Context: an optimization exercise on an open-source flow, tuned for small area. The choices shown serve that exercise and are no tape-out recipe.
In this exercise RTL edits were held to simulation tests only and were not proved equivalent to the original.
Power is estimated from default activity; no workload was simulated.

## old
Design main, start of the top module:
module main
(
    input   CLK100MHZ,
    input   RESET,
    input   [2:0] SW,
    input BTNU, BTND, BTNC,
    output  CLK_LED,
    output  LED16_R,
    output  LED16_G,
    output  LED16_B,
    output [7:0] AN,
    output [7:0] SEG
);
For scale: about 28 I/O pins, about 3500 sq um of cells after synthesis.
clock: 10.0 ns
lec_check: 0
cap_margin: 20
core_margin: 2
core_utilization: 65
cts_buf_list: sky130_fd_sc_hd__clkbuf_8
cts_cluster_size: 50
slew_margin: 20
standard.sh (not shown) runs the stock make flow with config.mk's settings and CLKGATE_MAP_FILE= SYNTH_SCRIPT=/design/flow/synth_recipe.tcl, a recipe that flattens the netlist after the stock synthesis.
==> flow/flow/run.sh <==
#!/bin/bash
# Layout flow.
# 1. the standard synthesis (standard.sh synth).
# 2. Its combinational logic re-mapped for area by ABC with each script in
#    flow/abc/ (registers and tie cells kept: same instances, names and
#    cells); the smallest netlist that yosys proves equivalent to the
#    standard one is used (if none is, the standard netlist is kept).
# 3. the standard layout from the floorplan on (standard.sh finish), with
#    these settings passed to its steps: ports buffered with buf_1 rather than
#    clkdlybuf4s50_1; one tie cell shared by the constant outputs; and clock
#    tree synthesis with clkbuf_8 and without dummy loads.
# Each tool's output goes to a log file of its own in this folder.
set -uo pipefail
R=orfs/results/$FLOW_PLATFORM/main/base
bash standard.sh synth > 1_standard_synth.log 2>&1 || exit 1
cp $R/1_2_yosys.v synth_standard.v

for f in flow/abc/*.abc; do
    b=$(basename $f .abc)
    mkdir -p reabc_$b
    cp synth_standard.v reabc_$b/
    (cd reabc_$b && REABC_SCRIPT=$PWD/../$f yosys -c ../flow/reabc.tcl > ../2_reabc_$b.log 2>&1) &
    while (( $(jobs -rp | wc -l) >= ${NUM_CORES:-4} )); do sleep 1; done
done
wait
: > netlist_choice.log
for b in $(for d in reabc_*; do
               a=$(awk '/Chip area/ {print $NF}' $d/stat_after.txt 2>/dev/null)
               [ -n "$a" ] && [ -f $d/synth_reabc.v ] && echo "$a ${d#reabc_}"
           done | sort -g | awk '{print $2}'); do
    a=$(awk '/Chip area/ {print $NF}' reabc_$b/stat_after.txt)
    if (cd reabc_$b && yosys -c ../flow/eq.tcl > ../3_equiv_$b.log 2>&1); then
        cp reabc_$b/synth_reabc.v $R/1_2_yosys.v
        rm -f $R/1_synth.odb
        echo "re-mapped netlist from flow/abc/$b.abc used ($a um2)" >> netlist_choice.log
        break
    fi
    echo "flow/abc/$b.abc: not proven equivalent, skipped" >> netlist_choice.log
done
[ -s netlist_choice.log ] && grep -q used netlist_choice.log || echo "standard netlist used" >> netlist_choice.log

bash standard.sh \
    BUFFER_PORTS_ARGS="-inputs -outputs -buffer_cell sky130_fd_sc_hd__buf_1" \
    SKIP_REPAIR_TIE_FANOUT=1 \
    CTS_ARGS="-sink_clustering_enable -repair_clock_nets -sink_clustering_size 50 -buf_list sky130_fd_sc_hd__clkbuf_8 -dont_use_dummy_load" \
    finish > 4_standard_layout.log 2>&1
==> flow/flow/abc/a10.abc <==
strash
balance -l
resub -K 6 -l
rewrite -l
resub -K 6 -N 2 -l
refactor -l
resub -K 8 -l
balance -l
resub -K 8 -N 2 -l
rewrite -l
resub -K 10 -l
rewrite -z -l
resub -K 10 -N 2 -l
balance -l
resub -K 12 -l
refactor -z -l
resub -K 12 -N 2 -l
rewrite -z -l
balance -l
&get -n
&dch -f
&nf -a -R 1000
&put
mfs2 -W 6 -M 10000
strash
balance -l
resub -K 6 -l
rewrite -l
resub -K 6 -N 2 -l
refactor -l
resub -K 8 -l
balance -l
resub -K 8 -N 2 -l
rewrite -l
resub -K 10 -l
rewrite -z -l
resub -K 10 -N 2 -l
balance -l
resub -K 12 -l
refactor -z -l
resub -K 12 -N 2 -l
rewrite -z -l
balance -l
&get -n
&dch -f
&nf -a -R 1000
&put
mfs2 -W 6 -M 10000
strash
&get -n
&dch -f
&nf -a -R 1000
&put
==> flow/flow/abc/a11.abc <==
strash
dc2
balance -l
resub -K 6 -l
rewrite -l
resub -K 6 -N 2 -l
refactor -l
resub -K 8 -l
balance -l
resub -K 8 -N 2 -l
rewrite -l
resub -K 10 -l
rewrite -z -l
resub -K 10 -N 2 -l
balance -l
resub -K 12 -l
refactor -z -l
resub -K 12 -N 2 -l
rewrite -z -l
balance -l
dc2
&get -n
&dch -f
&nf -a -R 1000
&put
mfs2 -W 4 -M 5000
strash
&get -n
&dch -f
&nf -a -R 1000
&put
==> flow/flow/abc/a12.abc <==
strash
balance -l
resub -K 6 -l
rewrite -l
resub -K 6 -N 2 -l
refactor -l
resub -K 8 -l
balance -l
resub -K 8 -N 2 -l
rewrite -l
resub -K 10 -l
rewrite -z -l
resub -K 10 -N 2 -l
balance -l
resub -K 12 -l
refactor -z -l
resub -K 12 -N 2 -l
rewrite -z -l
balance -l
&get -n
&dch -f
&nf -a -R 1000
&put
mfs2 -W 4 -M 5000
strash
dch -f
map -a
mfs2
strash
&get -n
&dch -f
&nf -a -R 1000
&put
==> flow/flow/abc/a8.abc <==
strash
balance -l
resub -K 6 -l
rewrite -l
resub -K 6 -N 2 -l
refactor -l
resub -K 8 -l
balance -l
resub -K 8 -N 2 -l
rewrite -l
resub -K 10 -l
rewrite -z -l
resub -K 10 -N 2 -l
balance -l
resub -K 12 -l
refactor -z -l
resub -K 12 -N 2 -l
rewrite -z -l
balance -l
&get -n
&dch -f
&nf -a -R 500
&put
mfs2 -W 4 -M 5000
strash
&get -n
&dch -f
&nf -a -R 500
&put
==> flow/flow/abc/a9.abc <==
strash
balance -l
resub -K 6 -l
rewrite -l
resub -K 6 -N 2 -l
refactor -l
resub -K 8 -l
balance -l
resub -K 8 -N 2 -l
rewrite -l
resub -K 10 -l
rewrite -z -l
resub -K 10 -N 2 -l
balance -l
resub -K 12 -l
refactor -z -l
resub -K 12 -N 2 -l
rewrite -z -l
balance -l
&get -n
&dch
&nf -a -R 1000
&put
mfs2 -W 4 -M 5000
strash
&get -n
&dch
&nf -a -R 1000
&put
Other scripts of this flow, unchanged in this note and not shown: flow/flow/abc/a1.abc, flow/flow/abc/a2.abc, flow/flow/abc/a3.abc, flow/flow/abc/a4.abc, flow/flow/abc/a5.abc, flow/flow/abc/a6.abc, flow/flow/abc/a7.abc, flow/flow/eq.tcl, flow/flow/reabc.tcl
Here is what was changed in the inputs of new compared with old.
removed: flow/flow/abc/a10.abc
removed: flow/flow/abc/a11.abc
removed: flow/flow/abc/a12.abc
removed: flow/flow/abc/a8.abc
removed: flow/flow/abc/a9.abc
new ends up with higher global routing usage on met2 than old does.
new: first-pass GRT wire length higher than old
Summary: wire length, new worse than old
Comparing new and old, the higher maximum ir drop on the vdd rail is on new.
Number of maximum-capacitance constraint violations: old vs new identical
The run with more setup slack is new; old has less.
new against old: met3 demand-to-capacity share in global routing went up; sequential share of layout area essentially unchanged; cell depth of the worst flop-to-flop path climbed 1.

[static timing again, ports no longer ideal]
Ports are ideal in the flow. The routed layouts listed here were re-timed in OpenROAD.
Step 1 assumes that a clkbuf_16 drives the clock port and a buf_2 every other input.
Step 2 times the ports against the registers' clock, not the clock port: input delays grow and output delays shrink by t, the midpoint of the rising clock arrivals with the driver on.
a / b / c = ideal / step 1 / step 2; a / b = the first two.
run	t, ns	slack for setup (ns)	cell pins on the clock port's net
old	0.363	5.985 / 5.957 / 6.288	1
new	0.365	6.045 / 6.019 / 5.925	1
After both steps every run listed still meets setup and hold. The setup slack of new, which loses most, moves by -0.026 ns with the drivers and by -0.120 ns with both steps.
